What follows belongs to an exercise in optimizing a design on an open flow for small area and a short achievable clock period; a production flow would make more cautious choices. Where RTL was checked, it was by simulation tests only, not by an equivalence proof against the original.

==> inputs of v8 <==
==> flow/design.v (excerpt) <==
module hft_fpga_low_latency(
    input wire core_clk,
    input wire reset,
    input wire cfg_we,
    input wire [1:0] cfg_addr,
    input wire [31:0] cfg_wdata,
    input wire [63:0] raw_market_data,
    input wire raw_valid,
    output wire [127:0] mg_tx_data,
    output wire mg_tx_valid
    );
    reg [31:0] threshold_n;      
    reg [31:0] risk_min_n;       
    reg [31:0] risk_max_n;       
    always @(posedge core_clk) begin
        if (reset) begin
            threshold_n <= ~32'd1000;
            risk_min_n <= ~32'd1000;
            risk_max_n <= ~32'd5000;
        end else if (cfg_we) begin
            case (cfg_addr)
                2'd0: threshold_n <= ~cfg_wdata;
                2'd1: risk_min_n <= ~cfg_wdata;
                2'd2: risk_max_n <= ~cfg_wdata;
                default: ;
            endcase
        end
    end
    wire [31:0] price = raw_market_data[31:0];
    wire below_threshold;    
    wire below_min;          
    wire above_max;          
    cla_carry #(.W(32), .L(5)) u_cmp_thr (
        .g(~(threshold_n | price)), .p(~(threshold_n & price)), .c(below_threshold));
    cla_carry #(.W(32), .L(5)) u_cmp_min (
        .g(~(risk_min_n | price)), .p(~(risk_min_n & price)), .c(below_min));
    cla_carry #(.W(32), .L(5)) u_cmp_max (
        .g(price & risk_max_n), .p(price | risk_max_n), .c(above_max));
    wire approve = raw_valid && (raw_market_data[63:56] == 8'h01) &&
                   below_threshold && !below_min && !above_max;
    reg [55:0] order_data;
    always @(posedge core_clk) begin
        order_data <= raw_market_data[55:0];
    end
    reg [31:0] order_seq;
    reg order_valid;
    reg order_count;
    wire [31:0] seq_ones_below;
    assign seq_ones_below[0] = 1'b1;
    genvar gi;
    generate
        for (gi = 1; gi < 32; gi = gi + 1) begin : g_ones
  ...
==> module cla_carry, before the edit <==
module cla_carry #(
    parameter W = 32,
    parameter L = 5          
    ) (
    input wire [W-1:0] g,
    input wire [W-1:0] p,
    output wire c
    );
    wire [W-1:0] gk [0:L];   
    wire [W-1:0] pk [0:L];   
    assign gk[0] = g;
    assign pk[0] = p;
    genvar k, i;
    generate
        for (k = 1; k <= L; k = k + 1) begin : lvl
            for (i = 0; i < (W >> k); i = i + 1) begin : node
                assign gk[k][i] = gk[k-1][2*i+1] | (pk[k-1][2*i+1] & gk[k-1][2*i]);
                assign pk[k][i] = pk[k-1][2*i+1] & pk[k-1][2*i];
            end
            assign gk[k][W-1:(W >> k)] = {(W - (W >> k)){1'b0}};
            assign pk[k][W-1:(W >> k)] = {(W - (W >> k)){1'b0}};
        end
    endgenerate
    assign c = gk[L][0];
endmodule
==> module hft_fpga_low_latency, before the edit <==
module hft_fpga_low_latency(
    input wire core_clk,
    input wire reset,
    input wire cfg_we,
    input wire [1:0] cfg_addr,
    input wire [31:0] cfg_wdata,
    input wire [63:0] raw_market_data,
    input wire raw_valid,
    output wire [127:0] mg_tx_data,
    output wire mg_tx_valid
    );
    reg [31:0] threshold_n;      
    reg [31:0] risk_min_n;       
    reg [31:0] risk_max_n;       
    always @(posedge core_clk) begin
        if (reset) begin
            threshold_n <= ~32'd1000;
            risk_min_n <= ~32'd1000;
            risk_max_n <= ~32'd5000;
        end else if (cfg_we) begin
            case (cfg_addr)
                2'd0: threshold_n <= ~cfg_wdata;
                2'd1: risk_min_n <= ~cfg_wdata;
                2'd2: risk_max_n <= ~cfg_wdata;
                default: ;
            endcase
        end
    end
    wire [31:0] price = raw_market_data[31:0];
    wire below_threshold;    
    wire below_min;          
    wire above_max;          
    cla_carry #(.W(32), .L(5)) u_cmp_thr (
        .g(~(threshold_n | price)), .p(~(threshold_n & price)), .c(below_threshold));
    cla_carry #(.W(32), .L(5)) u_cmp_min (
        .g(~(risk_min_n | price)), .p(~(risk_min_n & price)), .c(below_min));
    cla_carry #(.W(32), .L(5)) u_cmp_max (
        .g(price & risk_max_n), .p(price | risk_max_n), .c(above_max));
    wire approve = raw_valid && (raw_market_data[63:56] == 8'h01) &&
                   below_threshold && !below_min && !above_max;
    reg [55:0] order_data;
    always @(posedge core_clk) begin
        order_data <= raw_market_data[55:0];
    end
    reg [31:0] order_seq;
    reg order_valid;
    reg order_count;
    wire [31:0] seq_ones_below;
    assign seq_ones_below[0] = 1'b1;
    genvar gi;
    generate
        for (gi = 1; gi < 32; gi = gi + 1) begin : g_ones
            assign seq_ones_below[gi] = &order_seq[gi-1:0];
        end
    endgenerate
    always @(posedge core_clk) begin
        if (reset) begin
            order_seq <= 32'd0;
            order_count <= 1'b0;
        end else begin
            order_seq <= order_seq ^ ({32{order_count}} & seq_ones_below);
            order_count <= approve;
        end
    end
    always @(posedge core_clk or posedge reset) begin
        if (reset)
            order_valid <= 1'b0;
        else
            order_valid <= approve;
    end
    assign mg_tx_data = {order_seq, 8'h01, order_data, 32'h0000_0000};
    assign mg_tx_valid = order_valid;
endmodule
Settings: LEC_CHECK=0, ABC_AREA=1, CAP_MARGIN=20, CORE_MARGIN=2, CORE_UTILIZATION=35, CTS_BUF_LIST=sky130_fd_sc_hd__clkbuf_4 sky130_fd_sc_hd__clkbuf_8, SETUP_SLACK_MARGIN=2.22, SLEW_MARGIN=20; clock period 4.0 ns.
standard.sh (not shown) runs the stock make flow with config.mk's settings and CLKGATE_MAP_FILE= SYNTH_SCRIPT=/design/flow/synth_recipe.tcl, a recipe that flattens the netlist after the stock synthesis.
==> flow/flow/run.sh <==
#!/bin/bash
set -euo pipefail
cts_bufs=$(sed -n 's/^export CTS_BUF_LIST *= *//p' config.mk)
bash standard.sh synth > synth.log 2>&1
bash standard.sh finish \
  BUFFER_PORTS_ARGS="-buffer_cell sky130_fd_sc_hd__buf_1" \
  SKIP_REPAIR_TIE_FANOUT=1 \
  CTS_ARGS="-sink_clustering_enable -repair_clock_nets -dont_use_dummy_load -root_buf sky130_fd_sc_hd__clkbuf_16 -buf_list {$cts_bufs}" \
  > layout.log 2>&1
==> inputs of v38, as changes to v8 <==
==> flow/design.v (replaced) <==
`timescale 1ns / 1ps
module ucmp_lt #(
    parameter W = 32
    ) (
    input wire [W-1:0] a,
    input wire [W-1:0] b,
    output wire lt
    );
    localparam L = $clog2(W);
    wire [W-1:0] l [0:L];
    wire [W-1:0] e [0:L];
    assign l[0] = ~a & b;
    assign e[0] = ~(a ^ b);
    genvar k, i;
    generate
        for (k = 1; k <= L; k = k + 1) begin : lvl
            for (i = 0; i < (W >> k); i = i + 1) begin : node
                assign l[k][i] = l[k-1][2*i+1] | (e[k-1][2*i+1] & l[k-1][2*i]);
                assign e[k][i] = e[k-1][2*i+1] & e[k-1][2*i];
            end
            if ((W >> k) < W) begin : pad
                assign l[k][W-1:(W >> k)] = {(W - (W >> k)){1'b0}};
                assign e[k][W-1:(W >> k)] = {(W - (W >> k)){1'b0}};
            end
        end
    endgenerate
    assign lt = l[L][0];
endmodule
`timescale 1ns / 1ps
module hft_fpga_low_latency(
    input wire core_clk,
    input wire reset,
    input wire cfg_we,
    input wire [1:0] cfg_addr,
    input wire [31:0] cfg_wdata,
    input wire [63:0] raw_market_data,
    input wire raw_valid,
    output wire [127:0] mg_tx_data,
    output wire mg_tx_valid
    );
    reg [31:0] trading_threshold;
    reg [31:0] risk_min;
    reg [31:0] risk_max;
    always @(posedge core_clk) begin
        if (reset) begin
            trading_threshold <= 32'd1000;
            risk_min <= 32'd1000;
            risk_max <= 32'd5000;
        end else if (cfg_we) begin
            case (cfg_addr)
                2'd0: trading_threshold <= cfg_wdata;
                2'd1: risk_min <= cfg_wdata;
                2'd2: risk_max <= cfg_wdata;
                default: ;
            endcase
        end
    end
    wire [31:0] price = raw_market_data[31:0];
    wire below_threshold;    
    wire below_min;          
    wire above_max;          
    ucmp_lt #(.W(32)) u_cmp_thr (.a(price), .b(trading_threshold), .lt(below_threshold));
    ucmp_lt #(.W(32)) u_cmp_min (.a(price), .b(risk_min), .lt(below_min));
    ucmp_lt #(.W(32)) u_cmp_max (.a(risk_max), .b(price), .lt(above_max));
    wire approve = raw_valid && (raw_market_data[63:56] == 8'h01) &&
                   below_threshold && !below_min && !above_max;
    reg [55:0] order_data;
    always @(posedge core_clk) begin
        order_data <= raw_market_data[55:0];
    end
    reg [31:0] order_seq;
    reg order_valid;
    always @(posedge core_clk or posedge reset) begin
        if (reset) begin
            order_seq <= 32'd0;
            order_valid <= 1'b0;
        end else begin
            order_valid <= approve;
            order_seq <= order_seq + {31'd0, order_valid};
        end
    end
    assign mg_tx_data = {order_seq, 8'h01, order_data, 32'h0000_0000};
    assign mg_tx_valid = order_valid;
endmodule
==> flow/flow/run.sh (replaced) <==
#!/bin/bash
# Standard ORFS layout, with plain buf_1 cells as the port buffers
# (the default port buffer is a 10 um2 delay buffer).
set -euo pipefail
bash standard.sh synth > synth.log 2>&1
bash standard.sh finish BUFFER_PORTS_ARGS="-buffer_cell sky130_fd_sc_hd__buf_1" > layout.log 2>&1
ABC_AREA = default   (was 1)
ABC_CLOCK_PERIOD_IN_PS = 1500   (was default)
CORE_UTILIZATION = 40   (was 35)
SETUP_SLACK_MARGIN = default   (was 2.22)
==> inputs of v36, as changes to v8 <==
==> flow/flow/run.sh (replaced) <==
#!/bin/bash
# Standard ORFS layout, with plain buf_1 cells as the port buffers
# (the default port buffer is a 10 um2 delay buffer) and one tie cell per
# constant value instead of one per constant output.
set -euo pipefail
bash standard.sh synth > synth.log 2>&1
bash standard.sh finish BUFFER_PORTS_ARGS="-buffer_cell sky130_fd_sc_hd__buf_1" SKIP_REPAIR_TIE_FANOUT=1 > layout.log 2>&1
ABC_AREA = 0   (was 1)
CORE_UTILIZATION = 40   (was 35)
SETUP_SLACK_MARGIN = 2.2   (was 2.22)
==> notes.md <==
quantity                                                                           v36                       v38                        v8
Gp weighted congestion                                                          0.8401                    0.8325                    0.7992
First-pass GRT wire length                                                   29,570 µm                 33,000 µm                 29,970 µm
Critical path capture point type                                                  flop                      flop                output pin
Most frequently used cell type in the post-synthesis netlist  sky130_fd_sc_hd__dfxtp_1  sky130_fd_sc_hd__nand2_1  sky130_fd_sc_hd__nand2_1
Outcome                                                       timing/DRC/antenna clean  timing/DRC/antenna clean  timing/DRC/antenna clean
Std-Cell Core Area                                                          17,900 µm²                20,360 µm²                21,620 µm²
Fraction of layout cells with a size suffix above 1                             0.1963                   0.04089                    0.1302
Length of routed met3 wiring                                                   1108 µm                   1395 µm                   1107 µm
End point of the critical path                                             order_count               order_valid               mg_tx_valid
Peak Freq                                                                    453.3 MHz                 383.6 MHz                 573.7 MHz
Part of the Yosys area used for sequential elements                             0.5126                    0.4628                    0.4872
Startpoint class of the critical path                                        input pin                 input pin                      flop
Worst setup margin                                                            1.794 ns                  1.393 ns                  2.257 ns
HPWL after detailed placement                                                12,690 µm                 15,380 µm                 13,160 µm
CP arrival                                                                     2.53 ns                   2.92 ns                   0.94 ns
Non-filler instance count after layout                                           1,207                     1,397                     1,440
Testbench counts of v8, summed over its fixed seeds: latency cycles 3,243, orders 3,243.
Testbench counts of v36, summed over its fixed seeds: latency cycles 3,243, orders 3,243.
For v38, only the layout was checked, not whether the RTL still works.

==> static timing again, ports no longer ideal <==
Ports are ideal in the flow. The routed layouts listed here were re-timed in OpenROAD.
Step 1 (the two cells are an assumption about what drives the block):
set clk [get_ports {core_clk}]
set_driving_cell -lib_cell sky130_fd_sc_hd__clkbuf_16 $clk
set_driving_cell -lib_cell sky130_fd_sc_hd__buf_2 [delete_from_list [all_inputs] $clk]
Step 2 also shifts input and output timing later by t, the mid clock arrival at the registers, as if the neighbouring blocks saw the same clock.
Three values: ideal ports, drivers, drivers and shift; two values: the first two.
run | t (ns) | setup WS [ns] | worst hold slack (ns)
v8 | 0.415 | 2.257 / 2.214 / 1.853 | 0.455 / 0.455 / 0.455
v38 | 0.489 | 1.393 / 1.387 / 0.898 | 0.420 / 0.404 / 0.459
v36 | 0.489 | 1.794 / 1.776 / 1.287 | 0.419 / 0.404 / 0.495
After both steps setup and hold are still met in every run listed. The setup slack of v36, which loses most, moves by -0.018 ns with the drivers and by -0.507 ns with both steps.
